This design comes from an exercise in tuning for a short achievable clock period on the open sky130 flow, not from production work. Only simulation tests tie the RTL to the original design; equivalence was not proved. Power is estimated from default activity; no workload was simulated.

Design timer, start of the top module:
module timer( input  wire clk,
              input  wire rst,
              input  wire [31:0] addr,
              input  wire [31:0] wdata,
              input  wire [3:0]  wr,
              input  wire        rstrb,
              output wire [31:0] rdata,
              output wire        irq);
For scale: roughly 150 flip-flops, about 100 I/O pins, about 0.017 mm2 of cells after synthesis.
clock: 4.0 ns
lec_check: 0
cap_margin: 20
core_margin: 2
core_utilization: 40
setup_slack_margin: 2.5
slew_margin: 20
synth_hierarchical: 1
run.sh (not shown) runs the stock make flow with config.mk's settings and CLKGATE_MAP_FILE= SYNTH_SCRIPT=/design/flow/synth_recipe.tcl, a recipe that flattens the netlist after the stock synthesis.
The baseline produced a clean layout.
Edit:
--- a/flow/config.mk
+++ b/flow/config.mk
@@ -9,5 +9,5 @@
 export CORE_MARGIN = 2
 export CORE_UTILIZATION = 40
-export SETUP_SLACK_MARGIN = 2.5
+export SETUP_SLACK_MARGIN = 3.5
 export SLEW_MARGIN = 20
 export SYNTH_HIERARCHICAL = 1
Outcome: Worst hold slack barely changes; setup slack degrades by 0.024 ns; synthesized area is unchanged; cell area rose by 2.6%; clock-buffer cell count stays the same; sequential power stays flat; sequential share of layout area falls by 0.33 points; die area is unchanged.
Edit:
--- a/flow/config.mk
+++ b/flow/config.mk
@@ -8,6 +8,6 @@
 export CAP_MARGIN = 20
 export CORE_MARGIN = 2
-export CORE_UTILIZATION = 40
-export SETUP_SLACK_MARGIN = 3.5
+export CORE_UTILIZATION = 50
+export SETUP_SLACK_MARGIN = 2.5
 export SLEW_MARGIN = 20
 export SYNTH_HIERARCHICAL = 1
What happened: The new run produced a clean layout; maximum frequency went down slightly; clock skew stays flat; final area came out lower by a few percent.

---

## garnet
The RTL this note starts from:
==> flow/design.v <==
`timescale 1ns / 1ps
module tmr_cmp8(input wire [7:0] a, input wire [7:0] b, output wire gt, output wire eq);
    wire [7:0] g1 = a & ~b;
    wire [7:0] l1 = ~a & b;
    wire [3:0] g2, l2;
    wire [1:0] g4, l4;
    genvar i;
    generate
        for (i = 0; i < 4; i = i + 1) begin : t2
            assign g2[i] = g1[2*i+1] | ~l1[2*i+1] & g1[2*i];
            assign l2[i] = l1[2*i+1] | ~g1[2*i+1] & l1[2*i];
        end
        for (i = 0; i < 2; i = i + 1) begin : t4
            assign g4[i] = g2[2*i+1] | ~l2[2*i+1] & g2[2*i];
            assign l4[i] = l2[2*i+1] | ~g2[2*i+1] & l2[2*i];
        end
    endgenerate
    assign gt = g4[1] | ~l4[1] & g4[0];
    wire   lt = l4[1] | ~g4[1] & l4[0];
    assign eq = ~gt & ~lt;
endmodule
module tmr_xor(input wire a, input wire b, output wire y);
    assign y = a ^ b;
endmodule
module tmr_rd4(input wire [15:0] ahi, input wire [1:0] aw, input wire rstrb,
               input wire [3:0] m0, input wire [3:0] m1,
               input wire [3:0] c0, input wire [3:0] c1,
               output wire [3:0] rd);
    wire en = (ahi == 16'h4000) & rstrb;
    wire e0 = en & (aw == 2'b00);
    wire e1 = en & (aw == 2'b01);
    wire e2 = en & (aw == 2'b10);
    wire e3 = en & (aw == 2'b11);
    assign rd = ({4{e0}} & m0) | ({4{e1}} & m1) | ({4{e2}} & c0) | ({4{e3}} & c1);
endmodule
module tmr_wdec #(parameter [1:0] W = 2'b00)
                (input wire [15:0] ahi, input wire [1:0] aw, input wire [3:0] wr,
                 output wire [3:0] we);
    assign we = {4{(ahi == 16'h4000) & (aw == W)}} & wr;
endmodule
module timer( input  wire clk,
              input  wire rst,
              input  wire [31:0] addr,
              input  wire [31:0] wdata,
              input  wire [3:0]  wr,
              input  wire        rstrb,
              output wire [31:0] rdata,
              output wire        irq);
    reg [63:0] mtime;
    reg [63:0] mtimecmp;
    reg [7:0]  gt_q;       
    reg [7:0]  eq_q;       
    reg        zero_q;     
    reg        rst_q;      
    genvar k;
    generate
        for (k = 0; k < 8; k = k + 1) begin : rd
            tmr_rd4 u (.ahi(addr[31:16]), .aw(addr[3:2]), .rstrb(rstrb),
                       .m0(mtime[4*k +: 4]), .m1(mtime[32 + 4*k +: 4]),
                       .c0(mtimecmp[4*k +: 4]), .c1(mtimecmp[32 + 4*k +: 4]),
                       .rd(rdata[4*k +: 4]));
        end
    endgenerate
    wire [3:0] we_t0, we_t1, we_c0, we_c1;
    tmr_wdec #(.W(2'b00)) u_wt0 (.ahi(addr[31:16]), .aw(addr[3:2]), .wr(wr), .we(we_t0));
    tmr_wdec #(.W(2'b01)) u_wt1 (.ahi(addr[31:16]), .aw(addr[3:2]), .wr(wr), .we(we_t1));
    tmr_wdec #(.W(2'b10)) u_wc0 (.ahi(addr[31:16]), .aw(addr[3:2]), .wr(wr), .we(we_c0));
    tmr_wdec #(.W(2'b11)) u_wc1 (.ahi(addr[31:16]), .aw(addr[3:2]), .wr(wr), .we(we_c1));
    wire [7:0] wm_t = {we_t1, we_t0};
    wire [7:0] wm_c = {we_c1, we_c0};
    wire [7:0] cy;
    assign cy[0] = 1'b1;
    generate
        for (k = 1; k < 8; k = k + 1) begin : cyb
            assign cy[k] = &mtime[8*k-1:0];
        end
    endgenerate
    wire [63:0] mtime_nxt;
    wire [63:0] cmp_nxt;
    wire [7:0]  gt_nxt, eq_nxt, z_nxt;
    generate
        for (k = 0; k < 8; k = k + 1) begin : byt
            wire [7:0] tb = mtime[8*k +: 8];
            wire [7:0] cb = mtimecmp[8*k +: 8];
            wire [7:0] wb = wdata[8*(k%4) +: 8];
            wire [7:0] ti;
            assign ti[0] = ~tb[0];
            genvar i;
            for (i = 1; i < 8; i = i + 1) begin : ib
                tmr_xor u_x (.a(tb[i]), .b(&tb[i-1:0]), .y(ti[i]));
            end
            assign mtime_nxt[8*k +: 8] = wm_t[k] ? wb : (cy[k] ? ti : tb);
            assign cmp_nxt[8*k +: 8]   = wm_c[k] ? wb : cb;
            tmr_cmp8 u_c (.a(mtime_nxt[8*k +: 8]), .b(cmp_nxt[8*k +: 8]),
                          .gt(gt_nxt[k]), .eq(eq_nxt[k]));
            assign z_nxt[k] = ~|cmp_nxt[8*k +: 8];
        end
    endgenerate
    always @(posedge clk or posedge rst) begin
        if (rst)
            mtime <= 64'd0;
        else
            mtime <= mtime_nxt;
    end
    always @(posedge clk or posedge rst) begin
        if (rst)
            rst_q <= 1'b1;
        else
            rst_q <= 1'b0;
    end
    always @(posedge clk) begin
        mtimecmp <= cmp_nxt;
        gt_q     <= gt_nxt;
        eq_q     <= eq_nxt;
        zero_q   <= &z_nxt;
    end
    wire [3:0] g2, e2;
    wire [1:0] g4, e4;
    generate
        for (k = 0; k < 4; k = k + 1) begin : ci2
            assign g2[k] = gt_q[2*k+1] | eq_q[2*k+1] & gt_q[2*k];
            assign e2[k] = eq_q[2*k+1] & eq_q[2*k];
        end
        for (k = 0; k < 2; k = k + 1) begin : ci4
            assign g4[k] = g2[2*k+1] | e2[2*k+1] & g2[2*k];
            assign e4[k] = e2[2*k+1] & e2[2*k];
        end
    endgenerate
    wire ge = g4[1] | e4[1] & (g4[0] | e4[0]);
    assign irq = rst_q ? zero_q : ge;
endmodule
clock: 4.0 ns
lec_check: 0
cap_margin: 20
core_margin: 2
core_utilization: 40
place_density: 0.85
setup_slack_margin: 1.5
slew_margin: 20
synth_hierarchical: 1
Every stage of the flow completed for garnet, and the final layout passed the timing, DRC and antenna checks.
Changes in onyx relative to garnet:
# garnet
export LEC_CHECK = 0
export CAP_MARGIN = 20
export CORE_MARGIN = 2
export CORE_UTILIZATION = 40
export PLACE_DENSITY = 0.85
export SETUP_SLACK_MARGIN = 1.5
export SLEW_MARGIN = 20
export SYNTH_HIERARCHICAL = 1
create_clock -name core_clock -period 4.0 [get_ports {clk}]
# onyx
export LEC_CHECK = 0
export CAP_MARGIN = 20
export CORE_MARGIN = 2
export CORE_UTILIZATION = 55
export SETUP_SLACK_MARGIN = 1.5
export SLEW_MARGIN = 20
export SYNTH_HIERARCHICAL = 1
create_clock -name core_clock -period 4.0 [get_ports {clk}]
Diff onyx..garnet | sequential share of the synthesized area | unchanged. Final area, garnet and onyx: higher on onyx. Relative to garnet, worst setup slack increased by 110 ps in onyx. In the reports for garnet and onyx, the larger total number of cells along the worst setup path belongs to onyx. Across both runs, well tap count was lower for onyx than for garnet. Power: onyx draws more than garnet. Cmp onyx vs garnet: wire length reported by the detailed router lower in onyx. Status: clock group total power parity (garnet, onyx). onyx was carried through to the last stage, and its layout satisfied the timing, DRC and antenna checks. Sort garnet and onyx by initial standard-cell utilization of the core, ascending, and garnet comes first. Stage delay of the slowest cell on the critical path in onyx is 20 ps higher than in garnet. onyx packs its core more tightly than garnet.
What sierra does differently from onyx at the input level:
# onyx
export LEC_CHECK = 0
export CAP_MARGIN = 20
export CORE_MARGIN = 2
export CORE_UTILIZATION = 55
export SETUP_SLACK_MARGIN = 1.5
export SLEW_MARGIN = 20
export SYNTH_HIERARCHICAL = 1
create_clock -name core_clock -period 4.0 [get_ports {clk}]
# sierra
export LEC_CHECK = 0
export CAP_MARGIN = 20
export CORE_MARGIN = 2
export CORE_UTILIZATION = 40
export SETUP_SLACK_MARGIN = 2.5
export SLEW_MARGIN = 20
export SYNTH_HIERARCHICAL = 1
create_clock -name core_clock -period 4.0 [get_ports {clk}]
Taking onyx as the reference, in sierra setup slack has increased, power dissipated by switching net loads did not really move, first-pass GRT wire length +2.5%. NOTE area occupied by multi-input gates onyx->sierra increased by more than 10%. sierra: all stages complete, timing, DRC and antenna checks passed. onyx reached the final stage; the timing, DRC and antenna checks on its layout passed. Between sierra and onyx, it is sierra whose routed wire length is lower, by 0.75%. Via-per-instance ratio for sierra: 12% down relative to onyx. Against onyx, sierra comes in 260 uW higher on power.
Relative to sierra, the following input files were edited for quartz:
# sierra
export LEC_CHECK = 0
export CAP_MARGIN = 20
export CORE_MARGIN = 2
export CORE_UTILIZATION = 40
export SETUP_SLACK_MARGIN = 2.5
export SLEW_MARGIN = 20
export SYNTH_HIERARCHICAL = 1
create_clock -name core_clock -period 4.0 [get_ports {clk}]
# quartz
export LEC_CHECK = 0
export CAP_MARGIN = 20
export CORE_MARGIN = 2
export CORE_UTILIZATION = 40
export SETUP_SLACK_MARGIN = 1.5
export SLEW_MARGIN = 20
export SYNTH_HIERARCHICAL = 1
create_clock -name core_clock -period 4.0 [get_ports {clk}]
[summary]
Worst setup slack after layout, sierra and quartz: larger value in sierra. Delta (quartz minus sierra): total half-perimeter wirelength after legalization and detailed placement now smaller, cell count went down, portion of total power attributed to the clock network -2.3 points, via density per instance rose about 1.1%. Final area came out lower on quartz than on sierra. quartz ended with more share of power burned in registers than sierra. Of the two values seen for critical path launch point, addr[23] was produced by sierra and addr[16] by quartz. sierra → quartz: combinational share of power lost 0.5 points, final critical-path share of the clock period picked up an extra 0.65 points, utilization lost 9.2 points, total power lost about 7%.

[what the ideal ports hide]
No port has a modelled driver above. Below, the same layouts with a new extraction and two added sets of constraints.
Step 1: set_driving_cell puts a clkbuf_16 on clk and a buf_2 on each other input, an assumption about the parent block.
Step 2 also shifts input and output timing later by t, the mid clock arrival at the registers, as if the neighbouring blocks saw the same clock.
Three values: no drivers, after step 1, after step 2; two values: the first two.
| run | t, ns | setup slack, ns | worst hold slack (ns) | worst register clock-pin slew, ns |
|---|---|---|---|---|
| the first run of note 1 | 0.514 | 1.120 / 1.045 / 0.944 | 0.585 / 0.585 / 0.585 | 0.07 / 0.07 |
| the second run of note 1 | 0.515 | 1.096 / 1.039 / 0.695 | 0.583 / 0.575 / 0.583 | 0.07 / 0.07 |
| the third run of note 1 | 0.506 | 1.059 / 1.006 / 0.851 | 0.626 / 0.626 / 0.626 | 0.07 / 0.07 |
| garnet | 0.490 | 0.737 / 0.737 / 0.273 | 0.540 / 0.540 / 0.540 | 0.07 / 0.07 |
| onyx | 0.481 | 0.842 / 0.836 / 0.355 | 0.547 / 0.547 / 0.547 | 0.07 / 0.07 |
| sierra | 0.481 | 0.974 / 0.945 / 0.466 | 0.513 / 0.513 / 0.513 | 0.07 / 0.07 |
| quartz | 0.476 | 0.947 / 0.956 / 0.480 | 0.530 / 0.530 / 0.530 | 0.07 / 0.07 |
After both steps setup and hold are still met in every run listed. For sierra, which loses most, drivers alone change the setup slack by -0.029 ns; drivers and shift together by -0.508 ns.
